This is an optimization exercise on Yosys and OpenROAD, whose aim is small area, a short achievable clock period and few clock cycles per item, not a production implementation. No run shown here included a check of the RTL's function; only the layout flow was run. Power figures rest on the tool's default switching activity, not on a simulated workload.

==> flow/design.v <==
module melendez_mult (rst, clk, multiplier, multiplicand, product, done);
  input rst, clk;
  input [31:0] multiplier, multiplicand;
  output [63:0] product;
  output done;
  reg [2:0] cnt;           
  reg done_q;                   
  reg first_q;                  
  reg [3:0] dig_q;           
  reg [31:0] s_q;           
  reg [30:0] c_q;           
  reg [3:0] pa_q;           
  reg [3:0] pb_q;           
  reg lc_q;                     
  reg [27:0] lo_q;          
  assign done = done_q;
  wire [31:0] mpad = multiplier;
  wire [3:0] dig = first_q ? multiplier[3:0] : dig_q;
  reg [3:0] dig_next;
  always @(*)
    case (cnt)
      0: dig_next = mpad[7:4];
      1: dig_next = mpad[11:8];
      2: dig_next = mpad[15:12];
      3: dig_next = mpad[19:16];
      4: dig_next = mpad[23:20];
      5: dig_next = mpad[27:24];
      6: dig_next = mpad[31:28];
      default: dig_next = 4'd0;
    endcase
  wire [31:0] s_in = s_q & {32{~first_q}};
  wire [30:0] c_in = c_q & {31{~first_q}};
  wire [31:0] pp0 = multiplicand & {32{dig[0]}};
  wire [31:0] pp1 = multiplicand & {32{dig[1]}};
  wire [31:0] pp2 = multiplicand & {32{dig[2]}};
  wire [31:0] pp3 = multiplicand & {32{dig[3]}};
  wire hs1;
  wire hc2;
  wire fs3;
  wire fc4;
  wire hs5;
  wire hc6;
  wire fs7;
  wire fc8;
  wire fs9;
  wire fc10;
  wire fs11;
  wire fc12;
  wire fs13;
  wire fc14;
  wire fs15;
  wire fc16;
  wire fs17;
  wire fc18;
  wire fs19;
  wire fc20;
  wire fs21;
  wire fc22;
  wire fs23;
  wire fc24;
  wire fs25;
  wire fc26;
  wire fs27;
  wire fc28;
  wire fs29;
  wire fc30;
  wire fs31;
  wire fc32;
  wire fs33;
  wire fc34;
  wire fs35;
  wire fc36;
  wire fs37;
  wire fc38;
  wire fs39;
  wire fc40;
  wire fs41;
  wire fc42;
  wire fs43;
  wire fc44;
  wire fs45;
  wire fc46;
  wire fs47;
  wire fc48;
  wire fs49;
  wire fc50;
  wire fs51;
  wire fc52;
  wire fs53;
  wire fc54;
  wire fs55;
  wire fc56;
  wire fs57;
  wire fc58;
  wire fs59;
  wire fc60;
  wire fs61;
  wire fc62;
  wire fs63;
  wire fc64;
  wire fs65;
  wire fc66;
  wire fs67;
  wire fc68;
  wire fs69;
  wire fc70;
  wire fs71;
  wire fc72;
  wire fs73;
  wire fc74;
  wire fs75;
  wire fc76;
  wire fs77;
  wire fc78;
  wire fs79;
  wire fc80;
  wire fs81;
  wire fc82;
  wire fs83;
  wire fc84;
  wire fs85;
  wire fc86;
  wire fs87;
  wire fc88;
  wire fs89;
  wire fc90;
  wire fs91;
  wire fc92;
  wire fs93;
  wire fc94;
  wire fs95;
  wire fc96;
  wire fs97;
  wire fc98;
  wire fs99;
  wire fc100;
  wire fs101;
  wire fc102;
  wire fs103;
  wire fc104;
  wire fs105;
  wire fc106;
  wire fs107;
  wire fc108;
  wire fs109;
  wire fc110;
  wire fs111;
  wire fc112;
  wire fs113;
  wire fc114;
  wire fs115;
  wire fc116;
  wire hs117;
  wire hc118;
  wire hs119;
  wire hc120;
  wire hs121;
  wire hc122;
  wire fs123;
  wire fc124;
  wire fs125;
  wire fc126;
  wire fs127;
  wire fc128;
  wire fs129;
  wire fc130;
  wire fs131;
  wire fc132;
  wire fs133;
  wire fc134;
  wire fs135;
  wire fc136;
  wire fs137;
  wire fc138;
  wire fs139;
  wire fc140;
  wire fs141;
  wire fc142;
  wire fs143;
  wire fc144;
  wire fs145;
  wire fc146;
  wire fs147;
  wire fc148;
  wire fs149;
  wire fc150;
  wire fs151;
  wire fc152;
  wire fs153;
  wire fc154;
  wire fs155;
  wire fc156;
  wire fs157;
  wire fc158;
  wire fs159;
  wire fc160;
  wire fs161;
  wire fc162;
  wire fs163;
  wire fc164;
  wire fs165;
  wire fc166;
  wire fs167;
  wire fc168;
  wire fs169;
  wire fc170;
  wire fs171;
  wire fc172;
  wire fs173;
  wire fc174;
  wire fs175;
  wire fc176;
  wire fs177;
  wire fc178;
  wire fs179;
  wire fc180;
  wire fs181;
  wire fc182;
  wire fs183;
  wire fc184;
  wire hs185;
  wire hc186;
  wire hs187;
  wire hc188;
  wire fs189;
  wire fc190;
  wire fs191;
  wire fc192;
  wire fs193;
  wire fc194;
  wire fs195;
  wire fc196;
  wire fs197;
  wire fc198;
  wire fs199;
  wire fc200;
  wire fs201;
  wire fc202;
  wire fs203;
  wire fc204;
  wire fs205;
  wire fc206;
  wire fs207;
  wire fc208;
  wire fs209;
  wire fc210;
  wire fs211;
  wire fc212;
  wire fs213;
  wire fc214;
  wire fs215;
  wire fc216;
  wire fs217;
  wire fc218;
  wire fs219;
  wire fc220;
  wire fs221;
  wire fc222;
  wire fs223;
  wire fc224;
  wire fs225;
  wire fc226;
  wire fs227;
  wire fc228;
  wire fs229;
  wire fc230;
  wire fs231;
  wire fc232;
  wire fs233;
  wire fc234;
  wire fs235;
  wire fc236;
  wire fs237;
  wire fc238;
  wire fs239;
  wire fc240;
  wire fs241;
  wire fc242;
  wire fs243;
  wire fc244;
  wire fs245;
  wire fc246;
  wire fs247;
  wire fc248;
  wire fs249;
  wire fc250;
  wire fs251;
  wire fc252;
  wire fs253;
  wire fc254;
  wire hs255;
  wire hc256;
  mm_ha u_hs1 (.a(s_in[2]), .b(c_in[2]), .s(hs1), .co(hc2));
  mm_fa u_fs3 (.a(s_in[3]), .b(c_in[3]), .c(pp0[3]), .s(fs3), .co(fc4));
  mm_ha u_hs5 (.a(pp1[2]), .b(pp2[1]), .s(hs5), .co(hc6));
  mm_fa u_fs7 (.a(s_in[4]), .b(c_in[4]), .c(pp0[4]), .s(fs7), .co(fc8));
  mm_fa u_fs9 (.a(pp1[3]), .b(pp2[2]), .c(pp3[1]), .s(fs9), .co(fc10));
  mm_fa u_fs11 (.a(s_in[5]), .b(c_in[5]), .c(pp0[5]), .s(fs11), .co(fc12));
  mm_fa u_fs13 (.a(pp1[4]), .b(pp2[3]), .c(pp3[2]), .s(fs13), .co(fc14));
  mm_fa u_fs15 (.a(s_in[6]), .b(c_in[6]), .c(pp0[6]), .s(fs15), .co(fc16));
  mm_fa u_fs17 (.a(pp1[5]), .b(pp2[4]), .c(pp3[3]), .s(fs17), .co(fc18));
  mm_fa u_fs19 (.a(s_in[7]), .b(c_in[7]), .c(pp0[7]), .s(fs19), .co(fc20));
  mm_fa u_fs21 (.a(pp1[6]), .b(pp2[5]), .c(pp3[4]), .s(fs21), .co(fc22));
  mm_fa u_fs23 (.a(s_in[8]), .b(c_in[8]), .c(pp0[8]), .s(fs23), .co(fc24));
  mm_fa u_fs25 (.a(pp1[7]), .b(pp2[6]), .c(pp3[5]), .s(fs25), .co(fc26));
  mm_fa u_fs27 (.a(s_in[9]), .b(c_in[9]), .c(pp0[9]), .s(fs27), .co(fc28));
  mm_fa u_fs29 (.a(pp1[8]), .b(pp2[7]), .c(pp3[6]), .s(fs29), .co(fc30));
  mm_fa u_fs31 (.a(s_in[10]), .b(c_in[10]), .c(pp0[10]), .s(fs31), .co(fc32));
  mm_fa u_fs33 (.a(pp1[9]), .b(pp2[8]), .c(pp3[7]), .s(fs33), .co(fc34));
  mm_fa u_fs35 (.a(s_in[11]), .b(c_in[11]), .c(pp0[11]), .s(fs35), .co(fc36));
  mm_fa u_fs37 (.a(pp1[10]), .b(pp2[9]), .c(pp3[8]), .s(fs37), .co(fc38));
  mm_fa u_fs39 (.a(s_in[12]), .b(c_in[12]), .c(pp0[12]), .s(fs39), .co(fc40));
  mm_fa u_fs41 (.a(pp1[11]), .b(pp2[10]), .c(pp3[9]), .s(fs41), .co(fc42));
  mm_fa u_fs43 (.a(s_in[13]), .b(c_in[13]), .c(pp0[13]), .s(fs43), .co(fc44));
  mm_fa u_fs45 (.a(pp1[12]), .b(pp2[11]), .c(pp3[10]), .s(fs45), .co(fc46));
  mm_fa u_fs47 (.a(s_in[14]), .b(c_in[14]), .c(pp0[14]), .s(fs47), .co(fc48));
  mm_fa u_fs49 (.a(pp1[13]), .b(pp2[12]), .c(pp3[11]), .s(fs49), .co(fc50));
  mm_fa u_fs51 (.a(s_in[15]), .b(c_in[15]), .c(pp0[15]), .s(fs51), .co(fc52));
  mm_fa u_fs53 (.a(pp1[14]), .b(pp2[13]), .c(pp3[12]), .s(fs53), .co(fc54));
  mm_fa u_fs55 (.a(s_in[16]), .b(c_in[16]), .c(pp0[16]), .s(fs55), .co(fc56));
  mm_fa u_fs57 (.a(pp1[15]), .b(pp2[14]), .c(pp3[13]), .s(fs57), .co(fc58));
  mm_fa u_fs59 (.a(s_in[17]), .b(c_in[17]), .c(pp0[17]), .s(fs59), .co(fc60));
  mm_fa u_fs61 (.a(pp1[16]), .b(pp2[15]), .c(pp3[14]), .s(fs61), .co(fc62));
  mm_fa u_fs63 (.a(s_in[18]), .b(c_in[18]), .c(pp0[18]), .s(fs63), .co(fc64));
  mm_fa u_fs65 (.a(pp1[17]), .b(pp2[16]), .c(pp3[15]), .s(fs65), .co(fc66));
  mm_fa u_fs67 (.a(s_in[19]), .b(c_in[19]), .c(pp0[19]), .s(fs67), .co(fc68));
  mm_fa u_fs69 (.a(pp1[18]), .b(pp2[17]), .c(pp3[16]), .s(fs69), .co(fc70));
  mm_fa u_fs71 (.a(s_in[20]), .b(c_in[20]), .c(pp0[20]), .s(fs71), .co(fc72));
  mm_fa u_fs73 (.a(pp1[19]), .b(pp2[18]), .c(pp3[17]), .s(fs73), .co(fc74));
  mm_fa u_fs75 (.a(s_in[21]), .b(c_in[21]), .c(pp0[21]), .s(fs75), .co(fc76));
  mm_fa u_fs77 (.a(pp1[20]), .b(pp2[19]), .c(pp3[18]), .s(fs77), .co(fc78));
  mm_fa u_fs79 (.a(s_in[22]), .b(c_in[22]), .c(pp0[22]), .s(fs79), .co(fc80));
  mm_fa u_fs81 (.a(pp1[21]), .b(pp2[20]), .c(pp3[19]), .s(fs81), .co(fc82));
  mm_fa u_fs83 (.a(s_in[23]), .b(c_in[23]), .c(pp0[23]), .s(fs83), .co(fc84));
  mm_fa u_fs85 (.a(pp1[22]), .b(pp2[21]), .c(pp3[20]), .s(fs85), .co(fc86));
  mm_fa u_fs87 (.a(s_in[24]), .b(c_in[24]), .c(pp0[24]), .s(fs87), .co(fc88));
  mm_fa u_fs89 (.a(pp1[23]), .b(pp2[22]), .c(pp3[21]), .s(fs89), .co(fc90));
  mm_fa u_fs91 (.a(s_in[25]), .b(c_in[25]), .c(pp0[25]), .s(fs91), .co(fc92));
  mm_fa u_fs93 (.a(pp1[24]), .b(pp2[23]), .c(pp3[22]), .s(fs93), .co(fc94));
  mm_fa u_fs95 (.a(s_in[26]), .b(c_in[26]), .c(pp0[26]), .s(fs95), .co(fc96));
  mm_fa u_fs97 (.a(pp1[25]), .b(pp2[24]), .c(pp3[23]), .s(fs97), .co(fc98));
  mm_fa u_fs99 (.a(s_in[27]), .b(c_in[27]), .c(pp0[27]), .s(fs99), .co(fc100));
  mm_fa u_fs101 (.a(pp1[26]), .b(pp2[25]), .c(pp3[24]), .s(fs101), .co(fc102));
  mm_fa u_fs103 (.a(s_in[28]), .b(c_in[28]), .c(pp0[28]), .s(fs103), .co(fc104));
  mm_fa u_fs105 (.a(pp1[27]), .b(pp2[26]), .c(pp3[25]), .s(fs105), .co(fc106));
  mm_fa u_fs107 (.a(s_in[29]), .b(c_in[29]), .c(pp0[29]), .s(fs107), .co(fc108));
  mm_fa u_fs109 (.a(pp1[28]), .b(pp2[27]), .c(pp3[26]), .s(fs109), .co(fc110));
  mm_fa u_fs111 (.a(s_in[30]), .b(c_in[30]), .c(pp0[30]), .s(fs111), .co(fc112));
  mm_fa u_fs113 (.a(pp1[29]), .b(pp2[28]), .c(pp3[27]), .s(fs113), .co(fc114));
  mm_fa u_fs115 (.a(s_in[31]), .b(pp0[31]), .c(pp1[30]), .s(fs115), .co(fc116));
  mm_ha u_hs117 (.a(pp2[29]), .b(pp3[28]), .s(hs117), .co(hc118));
  mm_ha u_hs119 (.a(pp1[31]), .b(pp2[30]), .s(hs119), .co(hc120));
  mm_ha u_hs121 (.a(s_in[1]), .b(c_in[1]), .s(hs121), .co(hc122));
  mm_fa u_fs123 (.a(pp0[2]), .b(pp1[1]), .c(pp2[0]), .s(fs123), .co(fc124));
  mm_fa u_fs125 (.a(pp3[0]), .b(fs3), .c(hs5), .s(fs125), .co(fc126));
  mm_fa u_fs127 (.a(fs7), .b(fs9), .c(fc4), .s(fs127), .co(fc128));
  mm_fa u_fs129 (.a(fs11), .b(fs13), .c(fc8), .s(fs129), .co(fc130));
  mm_fa u_fs131 (.a(fs15), .b(fs17), .c(fc12), .s(fs131), .co(fc132));
  mm_fa u_fs133 (.a(fs19), .b(fs21), .c(fc16), .s(fs133), .co(fc134));
  mm_fa u_fs135 (.a(fs23), .b(fs25), .c(fc20), .s(fs135), .co(fc136));
  mm_fa u_fs137 (.a(fs27), .b(fs29), .c(fc24), .s(fs137), .co(fc138));
  mm_fa u_fs139 (.a(fs31), .b(fs33), .c(fc28), .s(fs139), .co(fc140));
  mm_fa u_fs141 (.a(fs35), .b(fs37), .c(fc32), .s(fs141), .co(fc142));
  mm_fa u_fs143 (.a(fs39), .b(fs41), .c(fc36), .s(fs143), .co(fc144));
  mm_fa u_fs145 (.a(fs43), .b(fs45), .c(fc40), .s(fs145), .co(fc146));
  mm_fa u_fs147 (.a(fs47), .b(fs49), .c(fc44), .s(fs147), .co(fc148));
  mm_fa u_fs149 (.a(fs51), .b(fs53), .c(fc48), .s(fs149), .co(fc150));
  mm_fa u_fs151 (.a(fs55), .b(fs57), .c(fc52), .s(fs151), .co(fc152));
  mm_fa u_fs153 (.a(fs59), .b(fs61), .c(fc56), .s(fs153), .co(fc154));
  mm_fa u_fs155 (.a(fs63), .b(fs65), .c(fc60), .s(fs155), .co(fc156));
  mm_fa u_fs157 (.a(fs67), .b(fs69), .c(fc64), .s(fs157), .co(fc158));
  mm_fa u_fs159 (.a(fs71), .b(fs73), .c(fc68), .s(fs159), .co(fc160));
  mm_fa u_fs161 (.a(fs75), .b(fs77), .c(fc72), .s(fs161), .co(fc162));
  mm_fa u_fs163 (.a(fs79), .b(fs81), .c(fc76), .s(fs163), .co(fc164));
  mm_fa u_fs165 (.a(fs83), .b(fs85), .c(fc80), .s(fs165), .co(fc166));
  mm_fa u_fs167 (.a(fs87), .b(fs89), .c(fc84), .s(fs167), .co(fc168));
  mm_fa u_fs169 (.a(fs91), .b(fs93), .c(fc88), .s(fs169), .co(fc170));
  mm_fa u_fs171 (.a(fs95), .b(fs97), .c(fc92), .s(fs171), .co(fc172));
  mm_fa u_fs173 (.a(fs99), .b(fs101), .c(fc96), .s(fs173), .co(fc174));
  mm_fa u_fs175 (.a(fs103), .b(fs105), .c(fc100), .s(fs175), .co(fc176));
  mm_fa u_fs177 (.a(fs107), .b(fs109), .c(fc104), .s(fs177), .co(fc178));
  mm_fa u_fs179 (.a(fs111), .b(fs113), .c(fc108), .s(fs179), .co(fc180));
  mm_fa u_fs181 (.a(fs115), .b(hs117), .c(fc112), .s(fs181), .co(fc182));
  mm_fa u_fs183 (.a(pp3[29]), .b(hs119), .c(fc116), .s(fs183), .co(fc184));
  mm_ha u_hs185 (.a(pp2[31]), .b(pp3[30]), .s(hs185), .co(hc186));
  mm_ha u_hs187 (.a(s_in[0]), .b(c_in[0]), .s(hs187), .co(hc188));
  mm_fa u_fs189 (.a(pp0[1]), .b(pp1[0]), .c(hs121), .s(fs189), .co(fc190));
  mm_fa u_fs191 (.a(hs1), .b(fs123), .c(hc122), .s(fs191), .co(fc192));
  mm_fa u_fs193 (.a(hc2), .b(fs125), .c(fc124), .s(fs193), .co(fc194));
  mm_fa u_fs195 (.a(hc6), .b(fs127), .c(fc126), .s(fs195), .co(fc196));
  mm_fa u_fs197 (.a(fc10), .b(fs129), .c(fc128), .s(fs197), .co(fc198));
  mm_fa u_fs199 (.a(fc14), .b(fs131), .c(fc130), .s(fs199), .co(fc200));
  mm_fa u_fs201 (.a(fc18), .b(fs133), .c(fc132), .s(fs201), .co(fc202));
  mm_fa u_fs203 (.a(fc22), .b(fs135), .c(fc134), .s(fs203), .co(fc204));
  mm_fa u_fs205 (.a(fc26), .b(fs137), .c(fc136), .s(fs205), .co(fc206));
  mm_fa u_fs207 (.a(fc30), .b(fs139), .c(fc138), .s(fs207), .co(fc208));
  mm_fa u_fs209 (.a(fc34), .b(fs141), .c(fc140), .s(fs209), .co(fc210));
  mm_fa u_fs211 (.a(fc38), .b(fs143), .c(fc142), .s(fs211), .co(fc212));
  mm_fa u_fs213 (.a(fc42), .b(fs145), .c(fc144), .s(fs213), .co(fc214));
  mm_fa u_fs215 (.a(fc46), .b(fs147), .c(fc146), .s(fs215), .co(fc216));
  mm_fa u_fs217 (.a(fc50), .b(fs149), .c(fc148), .s(fs217), .co(fc218));
  mm_fa u_fs219 (.a(fc54), .b(fs151), .c(fc150), .s(fs219), .co(fc220));
  mm_fa u_fs221 (.a(fc58), .b(fs153), .c(fc152), .s(fs221), .co(fc222));
  mm_fa u_fs223 (.a(fc62), .b(fs155), .c(fc154), .s(fs223), .co(fc224));
  mm_fa u_fs225 (.a(fc66), .b(fs157), .c(fc156), .s(fs225), .co(fc226));
  mm_fa u_fs227 (.a(fc70), .b(fs159), .c(fc158), .s(fs227), .co(fc228));
  mm_fa u_fs229 (.a(fc74), .b(fs161), .c(fc160), .s(fs229), .co(fc230));
  mm_fa u_fs231 (.a(fc78), .b(fs163), .c(fc162), .s(fs231), .co(fc232));
  mm_fa u_fs233 (.a(fc82), .b(fs165), .c(fc164), .s(fs233), .co(fc234));
  mm_fa u_fs235 (.a(fc86), .b(fs167), .c(fc166), .s(fs235), .co(fc236));
  mm_fa u_fs237 (.a(fc90), .b(fs169), .c(fc168), .s(fs237), .co(fc238));
  mm_fa u_fs239 (.a(fc94), .b(fs171), .c(fc170), .s(fs239), .co(fc240));
  mm_fa u_fs241 (.a(fc98), .b(fs173), .c(fc172), .s(fs241), .co(fc242));
  mm_fa u_fs243 (.a(fc102), .b(fs175), .c(fc174), .s(fs243), .co(fc244));
  mm_fa u_fs245 (.a(fc106), .b(fs177), .c(fc176), .s(fs245), .co(fc246));
  mm_fa u_fs247 (.a(fc110), .b(fs179), .c(fc178), .s(fs247), .co(fc248));
  mm_fa u_fs249 (.a(fc114), .b(fs181), .c(fc180), .s(fs249), .co(fc250));
  mm_fa u_fs251 (.a(hc118), .b(fs183), .c(fc182), .s(fs251), .co(fc252));
  mm_fa u_fs253 (.a(hc120), .b(hs185), .c(fc184), .s(fs253), .co(fc254));
  mm_ha u_hs255 (.a(pp3[31]), .b(hc186), .s(hs255), .co(hc256));
  wire [3:0] pa_new = {fs193, fs191, fs189, pp0[0]};
  wire [3:0] pb_new = {fc192, fc190, hc188, hs187};
  wire [31:0] s_new = {hc256, hs255, fs253, fs251, fs249, fs247, fs245, fs243, fs241, fs239, fs237, fs235, fs233, fs231, fs229, fs227, fs225, fs223, fs221, fs219, fs217, fs215, fs213, fs211, fs209, fs207, fs205, fs203, fs201, fs199, fs197, fs195};
  wire [31:0] c_new = {1'b0, fc254, fc252, fc250, fc248, fc246, fc244, fc242, fc240, fc238, fc236, fc234, fc232, fc230, fc228, fc226, fc224, fc222, fc220, fc218, fc216, fc214, fc212, fc210, fc208, fc206, fc204, fc202, fc200, fc198, fc196, fc194};
  wire [4:0] lo_sum = {pa_q[3], pa_q[2], pa_q[1], pa_q[0]} + {pb_q[3], pb_q[2], pb_q[1], pb_q[0]} + lc_q;
  wire [36:0] hi_a = {{s_q[31], s_q[30], s_q[29], s_q[28], s_q[27], s_q[26], s_q[25], s_q[24], s_q[23], s_q[22], s_q[21], s_q[20], s_q[19], s_q[18], s_q[17], s_q[16], s_q[15], s_q[14], s_q[13], s_q[12], s_q[11], s_q[10], s_q[9], s_q[8], s_q[7], s_q[6], s_q[5], s_q[4], s_q[3], s_q[2], s_q[1], s_q[0]}, {pa_q[3], pa_q[2], pa_q[1], pa_q[0]}, lc_q};
  wire [36:0] hi_b = {{1'b0, c_q[30], c_q[29], c_q[28], c_q[27], c_q[26], c_q[25], c_q[24], c_q[23], c_q[22], c_q[21], c_q[20], c_q[19], c_q[18], c_q[17], c_q[16], c_q[15], c_q[14], c_q[13], c_q[12], c_q[11], c_q[10], c_q[9], c_q[8], c_q[7], c_q[6], c_q[5], c_q[4], c_q[3], c_q[2], c_q[1], c_q[0]}, {pb_q[3], pb_q[2], pb_q[1], pb_q[0]}, lc_q};
  wire [37:0] hi_sum;
  mm_add u_add (.a(hi_a), .b(hi_b), .s(hi_sum));
  assign product = {hi_sum[36:1], lo_q};
  always @(posedge clk) begin
    first_q <= rst;
    dig_q <= dig_next;
    if (rst) begin
      cnt <= 0;
      done_q <= 1'b0;
    end else if (!done_q) begin
      cnt <= cnt + 1'b1;
      done_q <= (cnt == 7);
    end
  end
  always @(posedge clk)
    if (!done_q) begin
      s_q[0] <= s_new[0];
      c_q[0] <= c_new[0];
      s_q[1] <= s_new[1];
      c_q[1] <= c_new[1];
      s_q[2] <= s_new[2];
      c_q[2] <= c_new[2];
      s_q[3] <= s_new[3];
      c_q[3] <= c_new[3];
      s_q[4] <= s_new[4];
      c_q[4] <= c_new[4];
      s_q[5] <= s_new[5];
      c_q[5] <= c_new[5];
      s_q[6] <= s_new[6];
      c_q[6] <= c_new[6];
      s_q[7] <= s_new[7];
      c_q[7] <= c_new[7];
      s_q[8] <= s_new[8];
      c_q[8] <= c_new[8];
      s_q[9] <= s_new[9];
      c_q[9] <= c_new[9];
      s_q[10] <= s_new[10];
      c_q[10] <= c_new[10];
      s_q[11] <= s_new[11];
      c_q[11] <= c_new[11];
      s_q[12] <= s_new[12];
      c_q[12] <= c_new[12];
      s_q[13] <= s_new[13];
      c_q[13] <= c_new[13];
      s_q[14] <= s_new[14];
      c_q[14] <= c_new[14];
      s_q[15] <= s_new[15];
      c_q[15] <= c_new[15];
      s_q[16] <= s_new[16];
      c_q[16] <= c_new[16];
      s_q[17] <= s_new[17];
      c_q[17] <= c_new[17];
      s_q[18] <= s_new[18];
      c_q[18] <= c_new[18];
      s_q[19] <= s_new[19];
      c_q[19] <= c_new[19];
      s_q[20] <= s_new[20];
      c_q[20] <= c_new[20];
      s_q[21] <= s_new[21];
      c_q[21] <= c_new[21];
      s_q[22] <= s_new[22];
      c_q[22] <= c_new[22];
      s_q[23] <= s_new[23];
      c_q[23] <= c_new[23];
      s_q[24] <= s_new[24];
      c_q[24] <= c_new[24];
      s_q[25] <= s_new[25];
      c_q[25] <= c_new[25];
      s_q[26] <= s_new[26];
      c_q[26] <= c_new[26];
      s_q[27] <= s_new[27];
      c_q[27] <= c_new[27];
      s_q[28] <= s_new[28];
      c_q[28] <= c_new[28];
      s_q[29] <= s_new[29];
      c_q[29] <= c_new[29];
      s_q[30] <= s_new[30];
      c_q[30] <= c_new[30];
      s_q[31] <= s_new[31];
      pa_q[0] <= pa_new[0];
      pb_q[0] <= pb_new[0];
      pa_q[1] <= pa_new[1];
      pb_q[1] <= pb_new[1];
      pa_q[2] <= pa_new[2];
      pb_q[2] <= pb_new[2];
      pa_q[3] <= pa_new[3];
      pb_q[3] <= pb_new[3];
      lc_q <= first_q ? 1'b0 : lo_sum[4];
      case (cnt)
        1: lo_q[3:0] <= lo_sum[3:0];
        2: lo_q[7:4] <= lo_sum[3:0];
        3: lo_q[11:8] <= lo_sum[3:0];
        4: lo_q[15:12] <= lo_sum[3:0];
        5: lo_q[19:16] <= lo_sum[3:0];
        6: lo_q[23:20] <= lo_sum[3:0];
        7: lo_q[27:24] <= lo_sum[3:0];
        default: ;
      endcase
    end
endmodule
module mm_fa (a, b, c, s, co);
  input a, b, c;
  output s, co;
  assign s = a ^ b ^ c;
  assign co = (a & b) | (a & c) | (b & c);
endmodule
module mm_ha (a, b, s, co);
  input a, b;
  output s, co;
  assign s = a ^ b;
  assign co = a & b;
endmodule
module mm_add (a, b, s);
  input [36:0] a, b;
  output [37:0] s;
  wire [36:0] p0, g0;
  mm_pg u_pg0 (.a(a[0]), .b(b[0]), .g(g0[0]), .p(p0[0]));
  mm_pg u_pg1 (.a(a[1]), .b(b[1]), .g(g0[1]), .p(p0[1]));
  mm_pg u_pg2 (.a(a[2]), .b(b[2]), .g(g0[2]), .p(p0[2]));
  mm_pg u_pg3 (.a(a[3]), .b(b[3]), .g(g0[3]), .p(p0[3]));
  mm_pg u_pg4 (.a(a[4]), .b(b[4]), .g(g0[4]), .p(p0[4]));
  mm_pg u_pg5 (.a(a[5]), .b(b[5]), .g(g0[5]), .p(p0[5]));
  mm_pg u_pg6 (.a(a[6]), .b(b[6]), .g(g0[6]), .p(p0[6]));
  mm_pg u_pg7 (.a(a[7]), .b(b[7]), .g(g0[7]), .p(p0[7]));
  mm_pg u_pg8 (.a(a[8]), .b(b[8]), .g(g0[8]), .p(p0[8]));
  mm_pg u_pg9 (.a(a[9]), .b(b[9]), .g(g0[9]), .p(p0[9]));
  mm_pg u_pg10 (.a(a[10]), .b(b[10]), .g(g0[10]), .p(p0[10]));
  mm_pg u_pg11 (.a(a[11]), .b(b[11]), .g(g0[11]), .p(p0[11]));
  mm_pg u_pg12 (.a(a[12]), .b(b[12]), .g(g0[12]), .p(p0[12]));
  mm_pg u_pg13 (.a(a[13]), .b(b[13]), .g(g0[13]), .p(p0[13]));
  mm_pg u_pg14 (.a(a[14]), .b(b[14]), .g(g0[14]), .p(p0[14]));
  mm_pg u_pg15 (.a(a[15]), .b(b[15]), .g(g0[15]), .p(p0[15]));
  mm_pg u_pg16 (.a(a[16]), .b(b[16]), .g(g0[16]), .p(p0[16]));
  mm_pg u_pg17 (.a(a[17]), .b(b[17]), .g(g0[17]), .p(p0[17]));
  mm_pg u_pg18 (.a(a[18]), .b(b[18]), .g(g0[18]), .p(p0[18]));
  mm_pg u_pg19 (.a(a[19]), .b(b[19]), .g(g0[19]), .p(p0[19]));
  mm_pg u_pg20 (.a(a[20]), .b(b[20]), .g(g0[20]), .p(p0[20]));
  mm_pg u_pg21 (.a(a[21]), .b(b[21]), .g(g0[21]), .p(p0[21]));
  mm_pg u_pg22 (.a(a[22]), .b(b[22]), .g(g0[22]), .p(p0[22]));
  mm_pg u_pg23 (.a(a[23]), .b(b[23]), .g(g0[23]), .p(p0[23]));
  mm_pg u_pg24 (.a(a[24]), .b(b[24]), .g(g0[24]), .p(p0[24]));
  mm_pg u_pg25 (.a(a[25]), .b(b[25]), .g(g0[25]), .p(p0[25]));
  mm_pg u_pg26 (.a(a[26]), .b(b[26]), .g(g0[26]), .p(p0[26]));
  mm_pg u_pg27 (.a(a[27]), .b(b[27]), .g(g0[27]), .p(p0[27]));
  mm_pg u_pg28 (.a(a[28]), .b(b[28]), .g(g0[28]), .p(p0[28]));
  mm_pg u_pg29 (.a(a[29]), .b(b[29]), .g(g0[29]), .p(p0[29]));
  mm_pg u_pg30 (.a(a[30]), .b(b[30]), .g(g0[30]), .p(p0[30]));
  mm_pg u_pg31 (.a(a[31]), .b(b[31]), .g(g0[31]), .p(p0[31]));
  mm_pg u_pg32 (.a(a[32]), .b(b[32]), .g(g0[32]), .p(p0[32]));
  mm_pg u_pg33 (.a(a[33]), .b(b[33]), .g(g0[33]), .p(p0[33]));
  mm_pg u_pg34 (.a(a[34]), .b(b[34]), .g(g0[34]), .p(p0[34]));
  mm_pg u_pg35 (.a(a[35]), .b(b[35]), .g(g0[35]), .p(p0[35]));
  mm_pg u_pg36 (.a(a[36]), .b(b[36]), .g(g0[36]), .p(p0[36]));
  wire gx1;
  mm_grayp u_g1 (.gh(g0[1]), .ph(p0[1]), .gl(g0[0]), .g(gx1));
  wire gx2;
  wire px2;
  mm_blackp u_b2 (.gh(g0[3]), .ph(p0[3]), .gl(g0[2]), .pl(p0[2]), .g(gx2), .p(px2));
  wire gx3;
  wire px3;
  mm_blackp u_b3 (.gh(g0[5]), .ph(p0[5]), .gl(g0[4]), .pl(p0[4]), .g(gx3), .p(px3));
  wire gx4;
  wire px4;
  mm_blackp u_b4 (.gh(g0[7]), .ph(p0[7]), .gl(g0[6]), .pl(p0[6]), .g(gx4), .p(px4));
  wire gx5;
  wire px5;
  mm_blackp u_b5 (.gh(g0[9]), .ph(p0[9]), .gl(g0[8]), .pl(p0[8]), .g(gx5), .p(px5));
  wire gx6;
  wire px6;
  mm_blackp u_b6 (.gh(g0[11]), .ph(p0[11]), .gl(g0[10]), .pl(p0[10]), .g(gx6), .p(px6));
  wire gx7;
  wire px7;
  mm_blackp u_b7 (.gh(g0[13]), .ph(p0[13]), .gl(g0[12]), .pl(p0[12]), .g(gx7), .p(px7));
  wire gx8;
  wire px8;
  mm_blackp u_b8 (.gh(g0[15]), .ph(p0[15]), .gl(g0[14]), .pl(p0[14]), .g(gx8), .p(px8));
  wire gx9;
  wire px9;
  mm_blackp u_b9 (.gh(g0[17]), .ph(p0[17]), .gl(g0[16]), .pl(p0[16]), .g(gx9), .p(px9));
  wire gx10;
  wire px10;
  mm_blackp u_b10 (.gh(g0[19]), .ph(p0[19]), .gl(g0[18]), .pl(p0[18]), .g(gx10), .p(px10));
  wire gx11;
  wire px11;
  mm_blackp u_b11 (.gh(g0[21]), .ph(p0[21]), .gl(g0[20]), .pl(p0[20]), .g(gx11), .p(px11));
  wire gx12;
  wire px12;
  mm_blackp u_b12 (.gh(g0[23]), .ph(p0[23]), .gl(g0[22]), .pl(p0[22]), .g(gx12), .p(px12));
  wire gx13;
  wire px13;
  mm_blackp u_b13 (.gh(g0[25]), .ph(p0[25]), .gl(g0[24]), .pl(p0[24]), .g(gx13), .p(px13));
  wire gx14;
  wire px14;
  mm_blackp u_b14 (.gh(g0[27]), .ph(p0[27]), .gl(g0[26]), .pl(p0[26]), .g(gx14), .p(px14));
  wire gx15;
  wire px15;
  mm_blackp u_b15 (.gh(g0[29]), .ph(p0[29]), .gl(g0[28]), .pl(p0[28]), .g(gx15), .p(px15));
  wire gx16;
  wire px16;
  mm_blackp u_b16 (.gh(g0[31]), .ph(p0[31]), .gl(g0[30]), .pl(p0[30]), .g(gx16), .p(px16));
  wire gx17;
  wire px17;
  mm_blackp u_b17 (.gh(g0[33]), .ph(p0[33]), .gl(g0[32]), .pl(p0[32]), .g(gx17), .p(px17));
  wire gx18;
  wire px18;
  mm_blackp u_b18 (.gh(g0[35]), .ph(p0[35]), .gl(g0[34]), .pl(p0[34]), .g(gx18), .p(px18));
  wire gx19;
  mm_grayn u_g19 (.gh(gx2), .ph(px2), .gl(gx1), .g(gx19));
  wire gx20;
  wire px20;
  mm_blackn u_b20 (.gh(gx3), .ph(px3), .gl(gx2), .pl(px2), .g(gx20), .p(px20));
  wire gx21;
  wire px21;
  mm_blackn u_b21 (.gh(gx4), .ph(px4), .gl(gx3), .pl(px3), .g(gx21), .p(px21));
  wire gx22;
  wire px22;
  mm_blackn u_b22 (.gh(gx5), .ph(px5), .gl(gx4), .pl(px4), .g(gx22), .p(px22));
  wire gx23;
  wire px23;
  mm_blackn u_b23 (.gh(gx6), .ph(px6), .gl(gx5), .pl(px5), .g(gx23), .p(px23));
  wire gx24;
  wire px24;
  mm_blackn u_b24 (.gh(gx7), .ph(px7), .gl(gx6), .pl(px6), .g(gx24), .p(px24));
  wire gx25;
  wire px25;
  mm_blackn u_b25 (.gh(gx8), .ph(px8), .gl(gx7), .pl(px7), .g(gx25), .p(px25));
  wire gx26;
  wire px26;
  mm_blackn u_b26 (.gh(gx9), .ph(px9), .gl(gx8), .pl(px8), .g(gx26), .p(px26));
  wire gx27;
  wire px27;
  mm_blackn u_b27 (.gh(gx10), .ph(px10), .gl(gx9), .pl(px9), .g(gx27), .p(px27));
  wire gx28;
  wire px28;
  mm_blackn u_b28 (.gh(gx11), .ph(px11), .gl(gx10), .pl(px10), .g(gx28), .p(px28));
  wire gx29;
  wire px29;
  mm_blackn u_b29 (.gh(gx12), .ph(px12), .gl(gx11), .pl(px11), .g(gx29), .p(px29));
  wire gx30;
  wire px30;
  mm_blackn u_b30 (.gh(gx13), .ph(px13), .gl(gx12), .pl(px12), .g(gx30), .p(px30));
  wire gx31;
  wire px31;
  mm_blackn u_b31 (.gh(gx14), .ph(px14), .gl(gx13), .pl(px13), .g(gx31), .p(px31));
  wire gx32;
  wire px32;
  mm_blackn u_b32 (.gh(gx15), .ph(px15), .gl(gx14), .pl(px14), .g(gx32), .p(px32));
  wire gx33;
  wire px33;
  mm_blackn u_b33 (.gh(gx16), .ph(px16), .gl(gx15), .pl(px15), .g(gx33), .p(px33));
  wire gx34;
  wire px34;
  mm_blackn u_b34 (.gh(gx17), .ph(px17), .gl(gx16), .pl(px16), .g(gx34), .p(px34));
  wire gx35;
  wire px35;
  mm_blackn u_b35 (.gh(gx18), .ph(px18), .gl(gx17), .pl(px17), .g(gx35), .p(px35));
  wire iv36;
  mm_inv u_i36 (.a(gx1), .y(iv36));
  wire gx37;
  mm_grayp u_g37 (.gh(gx20), .ph(px20), .gl(iv36), .g(gx37));
  wire gx38;
  mm_grayp u_g38 (.gh(gx21), .ph(px21), .gl(gx19), .g(gx38));
  wire gx39;
  wire px39;
  mm_blackp u_b39 (.gh(gx22), .ph(px22), .gl(gx20), .pl(px20), .g(gx39), .p(px39));
  wire gx40;
  wire px40;
  mm_blackp u_b40 (.gh(gx23), .ph(px23), .gl(gx21), .pl(px21), .g(gx40), .p(px40));
  wire gx41;
  wire px41;
  mm_blackp u_b41 (.gh(gx24), .ph(px24), .gl(gx22), .pl(px22), .g(gx41), .p(px41));
  wire gx42;
  wire px42;
  mm_blackp u_b42 (.gh(gx25), .ph(px25), .gl(gx23), .pl(px23), .g(gx42), .p(px42));
  wire gx43;
  wire px43;
  mm_blackp u_b43 (.gh(gx26), .ph(px26), .gl(gx24), .pl(px24), .g(gx43), .p(px43));
  wire gx44;
  wire px44;
  mm_blackp u_b44 (.gh(gx27), .ph(px27), .gl(gx25), .pl(px25), .g(gx44), .p(px44));
  wire gx45;
  wire px45;
  mm_blackp u_b45 (.gh(gx28), .ph(px28), .gl(gx26), .pl(px26), .g(gx45), .p(px45));
  wire gx46;
  wire px46;
  mm_blackp u_b46 (.gh(gx29), .ph(px29), .gl(gx27), .pl(px27), .g(gx46), .p(px46));
  wire gx47;
  wire px47;
  mm_blackp u_b47 (.gh(gx30), .ph(px30), .gl(gx28), .pl(px28), .g(gx47), .p(px47));
  wire gx48;
  wire px48;
  mm_blackp u_b48 (.gh(gx31), .ph(px31), .gl(gx29), .pl(px29), .g(gx48), .p(px48));
  wire gx49;
  wire px49;
  mm_blackp u_b49 (.gh(gx32), .ph(px32), .gl(gx30), .pl(px30), .g(gx49), .p(px49));
  wire gx50;
  wire px50;
  mm_blackp u_b50 (.gh(gx33), .ph(px33), .gl(gx31), .pl(px31), .g(gx50), .p(px50));
  wire gx51;
  wire px51;
  mm_blackp u_b51 (.gh(gx34), .ph(px34), .gl(gx32), .pl(px32), .g(gx51), .p(px51));
  wire gx52;
  wire px52;
  mm_blackp u_b52 (.gh(gx35), .ph(px35), .gl(gx33), .pl(px33), .g(gx52), .p(px52));
  wire gx53;
  mm_grayn u_g53 (.gh(gx39), .ph(px39), .gl(gx1), .g(gx53));
  wire iv54;
  mm_inv u_i54 (.a(gx19), .y(iv54));
  wire gx55;
  mm_grayn u_g55 (.gh(gx40), .ph(px40), .gl(iv54), .g(gx55));
  wire gx56;
  mm_grayn u_g56 (.gh(gx41), .ph(px41), .gl(gx37), .g(gx56));
  wire gx57;
  mm_grayn u_g57 (.gh(gx42), .ph(px42), .gl(gx38), .g(gx57));
  wire gx58;
  wire px58;
  mm_blackn u_b58 (.gh(gx43), .ph(px43), .gl(gx39), .pl(px39), .g(gx58), .p(px58));
  wire gx59;
  wire px59;
  mm_blackn u_b59 (.gh(gx44), .ph(px44), .gl(gx40), .pl(px40), .g(gx59), .p(px59));
  wire gx60;
  wire px60;
  mm_blackn u_b60 (.gh(gx45), .ph(px45), .gl(gx41), .pl(px41), .g(gx60), .p(px60));
  wire gx61;
  wire px61;
  mm_blackn u_b61 (.gh(gx46), .ph(px46), .gl(gx42), .pl(px42), .g(gx61), .p(px61));
  wire gx62;
  wire px62;
  mm_blackn u_b62 (.gh(gx47), .ph(px47), .gl(gx43), .pl(px43), .g(gx62), .p(px62));
  wire gx63;
  wire px63;
  mm_blackn u_b63 (.gh(gx48), .ph(px48), .gl(gx44), .pl(px44), .g(gx63), .p(px63));
  wire gx64;
  wire px64;
  mm_blackn u_b64 (.gh(gx49), .ph(px49), .gl(gx45), .pl(px45), .g(gx64), .p(px64));
  wire gx65;
  wire px65;
  mm_blackn u_b65 (.gh(gx50), .ph(px50), .gl(gx46), .pl(px46), .g(gx65), .p(px65));
  wire gx66;
  wire px66;
  mm_blackn u_b66 (.gh(gx51), .ph(px51), .gl(gx47), .pl(px47), .g(gx66), .p(px66));
  wire gx67;
  wire px67;
  mm_blackn u_b67 (.gh(gx52), .ph(px52), .gl(gx48), .pl(px48), .g(gx67), .p(px67));
  wire gx68;
  mm_grayp u_g68 (.gh(gx58), .ph(px58), .gl(iv36), .g(gx68));
  wire gx69;
  mm_grayp u_g69 (.gh(gx59), .ph(px59), .gl(gx19), .g(gx69));
  wire iv70;
  mm_inv u_i70 (.a(gx37), .y(iv70));
  wire gx71;
  mm_grayp u_g71 (.gh(gx60), .ph(px60), .gl(iv70), .g(gx71));
  wire iv72;
  mm_inv u_i72 (.a(gx38), .y(iv72));
  wire gx73;
  mm_grayp u_g73 (.gh(gx61), .ph(px61), .gl(iv72), .g(gx73));
  wire gx74;
  mm_grayp u_g74 (.gh(gx62), .ph(px62), .gl(gx53), .g(gx74));
  wire gx75;
  mm_grayp u_g75 (.gh(gx63), .ph(px63), .gl(gx55), .g(gx75));
  wire gx76;
  mm_grayp u_g76 (.gh(gx64), .ph(px64), .gl(gx56), .g(gx76));
  wire gx77;
  mm_grayp u_g77 (.gh(gx65), .ph(px65), .gl(gx57), .g(gx77));
  wire gx78;
  wire px78;
  mm_blackp u_b78 (.gh(gx66), .ph(px66), .gl(gx58), .pl(px58), .g(gx78), .p(px78));
  wire gx79;
  wire px79;
  mm_blackp u_b79 (.gh(gx67), .ph(px67), .gl(gx59), .pl(px59), .g(gx79), .p(px79));
  wire gx80;
  mm_grayn u_g80 (.gh(gx78), .ph(px78), .gl(gx1), .g(gx80));
  wire gx81;
  mm_grayn u_g81 (.gh(gx79), .ph(px79), .gl(iv54), .g(gx81));
  wire gx82;
  mm_grayp u_g82 (.gh(g0[2]), .ph(p0[2]), .gl(iv36), .g(gx82));
  wire gx83;
  mm_grayp u_g83 (.gh(g0[4]), .ph(p0[4]), .gl(gx19), .g(gx83));
  wire gx84;
  mm_grayp u_g84 (.gh(g0[6]), .ph(p0[6]), .gl(iv70), .g(gx84));
  wire gx85;
  mm_grayp u_g85 (.gh(g0[8]), .ph(p0[8]), .gl(iv72), .g(gx85));
  wire gx86;
  mm_grayp u_g86 (.gh(g0[10]), .ph(p0[10]), .gl(gx53), .g(gx86));
  wire gx87;
  mm_grayp u_g87 (.gh(g0[12]), .ph(p0[12]), .gl(gx55), .g(gx87));
  wire gx88;
  mm_grayp u_g88 (.gh(g0[14]), .ph(p0[14]), .gl(gx56), .g(gx88));
  wire gx89;
  mm_grayp u_g89 (.gh(g0[16]), .ph(p0[16]), .gl(gx57), .g(gx89));
  wire iv90;
  mm_inv u_i90 (.a(gx68), .y(iv90));
  wire gx91;
  mm_grayp u_g91 (.gh(g0[18]), .ph(p0[18]), .gl(iv90), .g(gx91));
  wire iv92;
  mm_inv u_i92 (.a(gx69), .y(iv92));
  wire gx93;
  mm_grayp u_g93 (.gh(g0[20]), .ph(p0[20]), .gl(iv92), .g(gx93));
  wire iv94;
  mm_inv u_i94 (.a(gx71), .y(iv94));
  wire gx95;
  mm_grayp u_g95 (.gh(g0[22]), .ph(p0[22]), .gl(iv94), .g(gx95));
  wire iv96;
  mm_inv u_i96 (.a(gx73), .y(iv96));
  wire gx97;
  mm_grayp u_g97 (.gh(g0[24]), .ph(p0[24]), .gl(iv96), .g(gx97));
  wire iv98;
  mm_inv u_i98 (.a(gx74), .y(iv98));
  wire gx99;
  mm_grayp u_g99 (.gh(g0[26]), .ph(p0[26]), .gl(iv98), .g(gx99));
  wire iv100;
  mm_inv u_i100 (.a(gx75), .y(iv100));
  wire gx101;
  mm_grayp u_g101 (.gh(g0[28]), .ph(p0[28]), .gl(iv100), .g(gx101));
  wire iv102;
  mm_inv u_i102 (.a(gx76), .y(iv102));
  wire gx103;
  mm_grayp u_g103 (.gh(g0[30]), .ph(p0[30]), .gl(iv102), .g(gx103));
  wire iv104;
  mm_inv u_i104 (.a(gx77), .y(iv104));
  wire gx105;
  mm_grayp u_g105 (.gh(g0[32]), .ph(p0[32]), .gl(iv104), .g(gx105));
  wire gx106;
  mm_grayp u_g106 (.gh(g0[34]), .ph(p0[34]), .gl(gx80), .g(gx106));
  wire gx107;
  mm_grayp u_g107 (.gh(g0[36]), .ph(p0[36]), .gl(gx81), .g(gx107));
  assign s[0] = p0[0];
  assign s[1] = p0[1] ^ g0[0];
  assign s[2] = ~(p0[2] ^ gx1);
  assign s[3] = ~(p0[3] ^ gx82);
  assign s[4] = p0[4] ^ gx19;
  assign s[5] = ~(p0[5] ^ gx83);
  assign s[6] = ~(p0[6] ^ gx37);
  assign s[7] = ~(p0[7] ^ gx84);
  assign s[8] = ~(p0[8] ^ gx38);
  assign s[9] = ~(p0[9] ^ gx85);
  assign s[10] = p0[10] ^ gx53;
  assign s[11] = ~(p0[11] ^ gx86);
  assign s[12] = p0[12] ^ gx55;
  assign s[13] = ~(p0[13] ^ gx87);
  assign s[14] = p0[14] ^ gx56;
  assign s[15] = ~(p0[15] ^ gx88);
  assign s[16] = p0[16] ^ gx57;
  assign s[17] = ~(p0[17] ^ gx89);
  assign s[18] = ~(p0[18] ^ gx68);
  assign s[19] = ~(p0[19] ^ gx91);
  assign s[20] = ~(p0[20] ^ gx69);
  assign s[21] = ~(p0[21] ^ gx93);
  assign s[22] = ~(p0[22] ^ gx71);
  assign s[23] = ~(p0[23] ^ gx95);
  assign s[24] = ~(p0[24] ^ gx73);
  assign s[25] = ~(p0[25] ^ gx97);
  assign s[26] = ~(p0[26] ^ gx74);
  assign s[27] = ~(p0[27] ^ gx99);
  assign s[28] = ~(p0[28] ^ gx75);
  assign s[29] = ~(p0[29] ^ gx101);
  assign s[30] = ~(p0[30] ^ gx76);
  assign s[31] = ~(p0[31] ^ gx103);
  assign s[32] = ~(p0[32] ^ gx77);
  assign s[33] = ~(p0[33] ^ gx105);
  assign s[34] = p0[34] ^ gx80;
  assign s[35] = ~(p0[35] ^ gx106);
  assign s[36] = p0[36] ^ gx81;
  assign s[37] = ~gx107;
endmodule
module mm_pg (a, b, g, p);
  input a, b;
  output g, p;
  assign g = a & b;
  assign p = a ^ b;
endmodule
module mm_inv (a, y);
  input a;
  output y;
  assign y = ~a;
endmodule
module mm_blackp (gh, ph, gl, pl, g, p);
  input gh, ph, gl, pl;
  output g, p;
  assign g = ~(gh | (ph & gl));
  assign p = ~(ph & pl);
endmodule
module mm_grayp (gh, ph, gl, g);
  input gh, ph, gl;
  output g;
  assign g = ~(gh | (ph & gl));
endmodule
module mm_blackn (gh, ph, gl, pl, g, p);
  input gh, ph, gl, pl;
  output g, p;
  assign g = ~(gh & (ph | gl));
  assign p = ~(ph | pl);
endmodule
module mm_grayn (gh, ph, gl, g);
  input gh, ph, gl;
  output g;
  assign g = ~(gh & (ph | gl));
endmodule
==> flow/flow/run.sh <==
#!/bin/bash
set -euo pipefail
export BUFFER_PORTS_ARGS="-buffer_cell sky130_fd_sc_hd__buf_2"
bash standard.sh > standard_flow.log 2>&1
==> flow/standard.sh <==
#!/bin/bash
# synth_recipe.tcl (not shown) runs the flow's synth.tcl, then flattens the netlist and writes it again
# the make line also repeats each setting of config.mk as NAME=value (left out here)
make -C /OpenROAD-flow-scripts/flow DESIGN_CONFIG=/design/flow/config.mk WORK_HOME=/design/flow/orfs CLKGATE_MAP_FILE= SYNTH_SCRIPT=/design/flow/synth_recipe.tcl "${@:-finish}"
==> flow/config.mk <==
export PLATFORM = sky130hd
export DESIGN_NAME = melendez_mult
export DESIGN_NICKNAME = melendez_mult
export VERILOG_FILES = /design/flow/design.v
export SDC_FILE = /design/flow/constraint.sdc
export NUM_CORES = 4
export LEC_CHECK = 0
export CAP_MARGIN = 20
export CORE_MARGIN = 2
export CORE_UTILIZATION = 40
export SETUP_SLACK_MARGIN = 1.25
export SLEW_MARGIN = 20
export SYNTH_HIERARCHICAL = 1
export SYNTH_MINIMUM_KEEP_SIZE = 0
==> flow/constraint.sdc <==
create_clock -name core_clock -period 5.0 [get_ports {clk}]
set_input_delay 1.0000 -clock core_clock [delete_from_list [all_inputs] [get_ports {clk}]]
set_output_delay 1.0000 -clock core_clock [all_outputs]
set_load 0.01 [all_outputs]
==> results.ini, run 1 <==
[clock_network]
cts_max_level = 3
clock_sinks = 109
cts_tree = done
clk_pin_slew_ns = 0.09
clockBufferDepth = 2
cts_root_buffer = clkbuf_16
numCtsBuffers = 9
clk_latency_ns = 0.36

[final_layout]
num-fill-cells = 2224
final_util_pct = 46.7
multiInputGateArea_um2 = 6540
regArea_um2 = 3180
finalNonFillerCells = 1219
fin_area_um2 = 11300
area_growth_pct = 15.2
drive_gt1_share_pct = 43.7
layout.nets = 1132
diodes = 0

[sta]
finalSetupViolations = 0
fin_worst_skew_ns = 0.0176
setup-tns-final_ns = 0
hold_slack_ns = 0.567
fin_crit_ns = 3.60
rsz0062_at_grt = true
hold_viol = 0
fin_crit_sh_pct = 72.0
clock.fmax_ghz = 0.278
slew_violations = 0
setup_ws_ns = 1.40
max-slew-margin-rel_pct = 43.0
tightest_slew_ns = 0.856

[floorplanning]
dieHeight_um = 161
io_pins = 131
rows = 57
start_util_pct = 40.5
dieArea_um2 = 25800
die_width_um = 161
core-area_um2 = 24200

[place]
io_buffers = 130
gp_congestion = 0.801
dpl_cell_area_um2 = 10700
dp_hpwl_um = 16900
place_ws_ns = 1.33
place_inst = 1199

[global_route]
groute.usage.overall_pct = 17.1
grt_max_degree = 40
grt_pass1_vias = 6423
top_usage_layer = met2
gr-usage-met2_pct = 28.0
grt.overflow.total = 0
met3_usage_pct = 2.35
antenna_found_initial = 0
grtUsageMet1_pct = 24.4
grt_pass1_wl_um = 34300

[synth]
yosysWarnings = 7
synthCells = 759
syn_area_um2 = 9800
syn_area_per_cell_um2 = 12.9
synth_nets = 1001

[pwr]
ir_drop_mv = 0.346
leakage_nw = 4.70
cellPowerDensity_nw_per_um2 = 582
p_total_mw = 6.57

[route]
drtIter0Drc = 292
vias = 5884
drc = 0
vias_per_cell = 4.83
wire_per_inst_um = 17.2
wl_um = 21000
first_pass_iters = 5
drtAntennaViolNets = 0

[setup_path]
worstSetupEndpointType = output port
critPathKind = flop to output port
r2r-end = s_q[27]$_DFFE_PN_
worstPathRequired_ns = 4.00
reg2regPathDepth = 7
r2r_slack_ns = 1.57
start_kind = flop
r2r_start = first_q$_DFF_P_
path_max_fanout = 3
arrival_ns = 2.60

[hold_path]
hold_end = cnt[1]$_SDFFE_PP0N_
hold_path_depth = 2
holdCritPathClass = flop to flop
hp-start = cnt[1]$_SDFFE_PP0N_

[flow_run]
max_cap_viol_count = 0

[run_status]
status = complete, no violations

==> cells in the final DEF (no fill, tap or decap), drive strengths merged, types with 8 or more instances in the layout <==
cell type and instances:
inv 26, o21ai 35, a22oi 8, ha 54, dfxtp 9, clkbuf 9, fa 122, xnor2 30
nor2 32, nand2 34, xor2 9, nor2b 189, buf 143, edfxtp 100, a21oi 66
==> area by class of cell <==
class	count	share of cell area (%)
timing repair buffer	143	6.63
multi-input combinational	606	58.0
clock buffer	9	2.00
sequential	109	28.2
inverter	21	0.699
clock inverter	7	0.898
tap	324	3.59
==> where the power goes <==
group | switching [mW] | total, mW | internal, mW
combinational | 2.38 | 4.09 | 1.71
sequential | 0.182 | 1.69 | 1.51
clock | 0.408 | 0.781 | 0.373
total | 2.97 | 6.57 | 3.60
==> metal layers <==
metal	vias up	part of all wire (%)	wire length, um
met4	0	0.82	173
met3	8	4.0	841
li1	2819	-	-
met2	133	49	10200
met1	2924	47	9810
met5	-	0	0
==> registers in the layout (all words and copies together) (netlist names) <==
signal / flops
c_q: 31
lc_q: 1
s_q: 32
done_q: 1
dig_q: 4
cnt: 3
pb_q: 4
pa_q: 4
first_q: 1
lo_q: 28
==> critical path: stages (launching register included) <==
cell,delay [ns]
edfxtp_1,0.45
ha_1,0.38
nand2_1,0.15
nor2_2,0.18
nand2_1,0.13
nor2_1,0.20
nand2_1,0.09
o21ai_2,0.19
a21oi_2,0.08
xnor2_1,0.21
buf_2,0.17
==> worst max-delay path by stage <==
stage	startpoint	endpoint
4_1_cts	pa_q[0]$_DFFE_PN_	product[60]
5_1_grt	s_q[1]$_DFFE_PN_	product[56]
3_5_place_dp	multiplier[1]	s_q[20]$_DFFE_PN_
3_3_place_gp	multiplier[1]	s_q[26]$_DFFE_PN_
2_1_floorplan	multiplier[1]	s_q[0]$_DFFE_PN_
6_report	pa_q[1]$_DFFE_PN_	product[62]
==> repair_timing <==
action | CTS | global route
endpoints found under the hold margin | 0 | 0
hold buffers | 0 | 0
pin swaps | 2 | 8
buffers inserted | 1 | 3
gates cloned | 0 | 0
resized for setup | 9 | 31
setup endpoints to repair | 15 | 13
==> run 2: changes to the inputs <==
--- a/flow/config.mk
+++ b/flow/config.mk
@@ -9,4 +9,4 @@
 export CORE_MARGIN = 2
-export CORE_UTILIZATION = 40
-export SETUP_SLACK_MARGIN = 1.25
+export CORE_UTILIZATION = 65
+export SETUP_SLACK_MARGIN = 1.5
 export SLEW_MARGIN = 20
==> run 2 against run 1 <==
Compared with the run above: cell area increased by 5.6%; utilization increased by 35 points; critical path type unchanged; synthesized cell count unchanged; hold slack improved by 0.0092 ns; highest routed layer unchanged; clock-buffer cell count unchanged; register-to-register slack improved by 0.12 ns; sequential power increased by 5%; first-iteration DRC count increased by 38%; sequential share of layout area decreased by 1.5 points; die area decreased by 38%.
==> results.ini, run 2 <==
[run_status]
status = complete, no violations

[route]
wire_per_inst_um = 20.5  ; +19%
vias = 6441  ; +9.5%
drtAntennaViolNets = 0  ; unchanged
wl_um = 22800  ; +8.7%
drc = 0  ; unchanged
drtIter0Drc = 402  ; +38%
vias_per_cell = 5.78  ; +20%
first_pass_iters = 4  ; -1

[final_layout]
fin_area_um2 = 11900  ; +5.6%
layout_commonest_cell = buf_2
finalNonFillerCells = 1114  ; -8.6%
num-fill-cells = 839  ; -62%
largest_reg_flops = 32  ; unchanged
largest_registers = s_q (32), c_q (31), lo_q (28)
top_register = s_q
final_cell_mix = 130 x buf_2, 122 x fa_1, 110 x nor2b_2, 100 x edfxtp_1, 79 x nor2b_1
drive_gt1_share_pct = 51.5  ; +7.8 points
layout.nets = 1167  ; +3.1%
diodes = 0  ; unchanged
area_growth_pct = 21.6

[sta]
clock.fmax_ghz = 0.282  ; +1.4%
finalSetupViolations = 0  ; unchanged
max-slew-margin-rel_pct = 47.3  ; +4.4 points
fin_crit_ns = 3.55  ; -0.0486 ns
fin_crit_sh_pct = 71.0  ; -0.97 points
setup-tns-final_ns = 0  ; unchanged
slew_violations = 0  ; unchanged
hold_slack_ns = 0.576  ; +0.00920 ns
rsz0062_at_grt = true
hold_viol = 0  ; unchanged
fin_worst_skew_ns = 0.00847  ; -0.00917 ns
tightest_slew_ns = 0.789  ; -0.0671 ns

[pwr]
p_seq_share_pct = 24.1  ; -1.7 points
ir_drop_mv = 0.387  ; +12%
clkPwrFrac_pct = 10.6  ; -1.3 points
intPower_mw = 4.06  ; +13%
switching_share_pct = 45.0  ; -0.30 points
cellPowerDensity_nw_per_um2 = 619  ; +6.4%
comb_power_share_pct = 65.3  ; +3.0 points
power_switching_mw = 3.32  ; +12%
p_total_mw = 7.38  ; +12%
leakage_nw = 4.90  ; +4.4%

[synth]
synthCells = 759  ; unchanged
syn_area_per_cell_um2 = 12.9  ; unchanged
synth_nets = 1001  ; unchanged
yosysWarnings = 7  ; unchanged
syn_area_um2 = 9800  ; unchanged

[place]
dpl_cell_area_um2 = 10600  ; -1.5%
io_buffers = 130  ; unchanged
place_inst = 1059  ; -12%
dp_hpwl_um = 16600  ; -1.8%
gp_congestion = 0.817  ; +2.0%

[setup_path]
cp-startpoint = s_q[5]$_DFFE_PN_
reg2regPathDepth = 7  ; unchanged
r2r_slack_ns = 1.69  ; +0.12 ns
r2r_start = first_q$_DFF_P_
r2r-end = s_q[3]$_DFFE_PN_
crit_end = product[51]
worstSetupEndpointType = output port
start_kind = flop
arrival_ns = 2.55  ; -0.05 ns
critPathKind = flop to output port
path_max_fanout = 3  ; unchanged
worstPathRequired_ns = 4.00  ; about the same

[hold_path]
hp-start = cnt[1]$_SDFFE_PP0N_
holdCritPathClass = flop to flop

[clock_network]
clockBufferDepth = 2  ; unchanged
clk_latency_ns = 0.37  ; about the same
hold_buffers = 0  ; unchanged
cts_max_level = 3  ; unchanged
cts_tree = done
clock_sinks = 109  ; unchanged
cts_root_buffer = clkbuf_16
clk_pin_slew_ns = 0.09  ; about the same
numCtsBuffers = 9  ; unchanged

[global_route]
grt_max_degree = 43  ; +7.5%
grt.overflow.total = 0  ; unchanged
grt_pass1_wl_um = 35600  ; +4.0%
grt_pass1_vias = 6838  ; +6.5%
groute.usage.overall_pct = 28.9  ; +12 points
antenna_found_initial = 0  ; unchanged

[floorplanning]
dieArea_um2 = 16100  ; -38%
die_width_um = 127  ; -21%
rows = 44  ; -23%
start_util_pct = 66.9  ; +26 points
io_pins = 131  ; unchanged
core-area_um2 = 14600  ; -39%
dieHeight_um = 127  ; -21%

[flow_run]
max_cap_viol_count = 0  ; unchanged

==> run 2: power by group through the flow <==
stage	Combinational, mW	Sequential (mW)	Clock (mW)
finish	4.82	1.78	0.781
global route	5.26	1.80	0.820
CTS	4.41	1.74	0.793
detailed placement	3.97	1.70	0
global placement	3.80	1.70	0
floorplan	2.79	1.63	0
==> run 2: worst min-delay path by stage <==
stage,end,cells after the start
after floorplan,cnt[1]$_SDFFE_PP0N_,2
after global placement,cnt[1]$_SDFFE_PP0N_,2
after detailed placement,cnt[1]$_SDFFE_PP0N_,2
after CTS,cnt[1]$_SDFFE_PP0N_,2
after global routing,cnt[1]$_SDFFE_PP0N_,2
final,cnt[1]$_SDFFE_PP0N_,2
==> run 2: what timing repair did <==
item	4_1_cts	5_1_grt
gates cloned	0	0
pin swaps	29	23
endpoints found under the setup margin	23	56
buffers inserted	19	20
gates resized for setup	63	59
==> run 2: layout make-up <==
class | count | area [um^2] | share of cell area, %
multi-input cells | 606 | 7060 | 59.2
repair buffers | 178 | 1040 | 8.75
flip-flops and latches | 109 | 3180 | 26.7
clock buffers | 9 | 225 | 1.89
clock inverters | 7 | 96.3 | 0.808
inverters | 21 | 81.3 | 0.682
well taps | 184 | 230 | 1.93
==> run 2: routing by layer <==
layer	GRT usage [%]	vias to the layer above	part of all wire [%]
li1	-	2898	-
met4	7.05	0	2.1
met3	4.72	32	4.6
met1	39.0	3317	42
met2	49.9	194	51
met5	0	-	0
==> run 2: metrics by stage <==
stage | setup slack (ns) | utilization, %
floorplan | 1.86 | -
finish | 1.45 | 81.4
global route | 1.37 | 81.4
CTS | 1.49 | 78.0
global placement | 1.30 | 72.1
detailed placement | 1.22 | 72.1
==> run 2: worst max-delay path, stage by stage (launching register included) <==
cell,delay [ns]
edfxtp_1,0.45
ha_4,0.32
nand2_2,0.12
o21ai_2,0.26
a21oi_2,0.11
buf_4,0.14
o21ai_2,0.17
a21oi_4,0.05
buf_4,0.14
xnor2_1,0.23
buf_2,0.18

## static timing again, ports no longer ideal
The results above use ideal ports. As a check the final layouts listed here were re-extracted and re-timed, cells and wires unchanged. Step 1: set_driving_cell puts a clkbuf_16 on clk and a buf_2 on each other input, an assumption about the parent block. Step 2 times the ports against the registers' clock, not the clock port: input delays grow and output delays shrink by t, the midpoint of the rising clock arrivals with the driver on. Three values: no drivers, after step 1, after step 2; two values: the first two.
| run | shift t [ns] | setup slack, ns | latest minus earliest clock arrival (ns) | worst register clock-pin slew, ns | worst slew at a driven data input, ns |
|---|---|---|---|---|---|
| run 1 | 0.405 | 1.400 / 1.351 / 1.324 | 0.019 / 0.019 | 0.09 / 0.09 | 0.03 |
| run 2 | 0.410 | 1.449 / 1.404 / 1.408 | 0.009 / 0.009 | 0.09 / 0.09 | 0.05 |
After both steps every run listed still meets setup and hold. The setup slack of run 1, which loses most, moves by -0.049 ns with the drivers and by -0.076 ns with both steps.
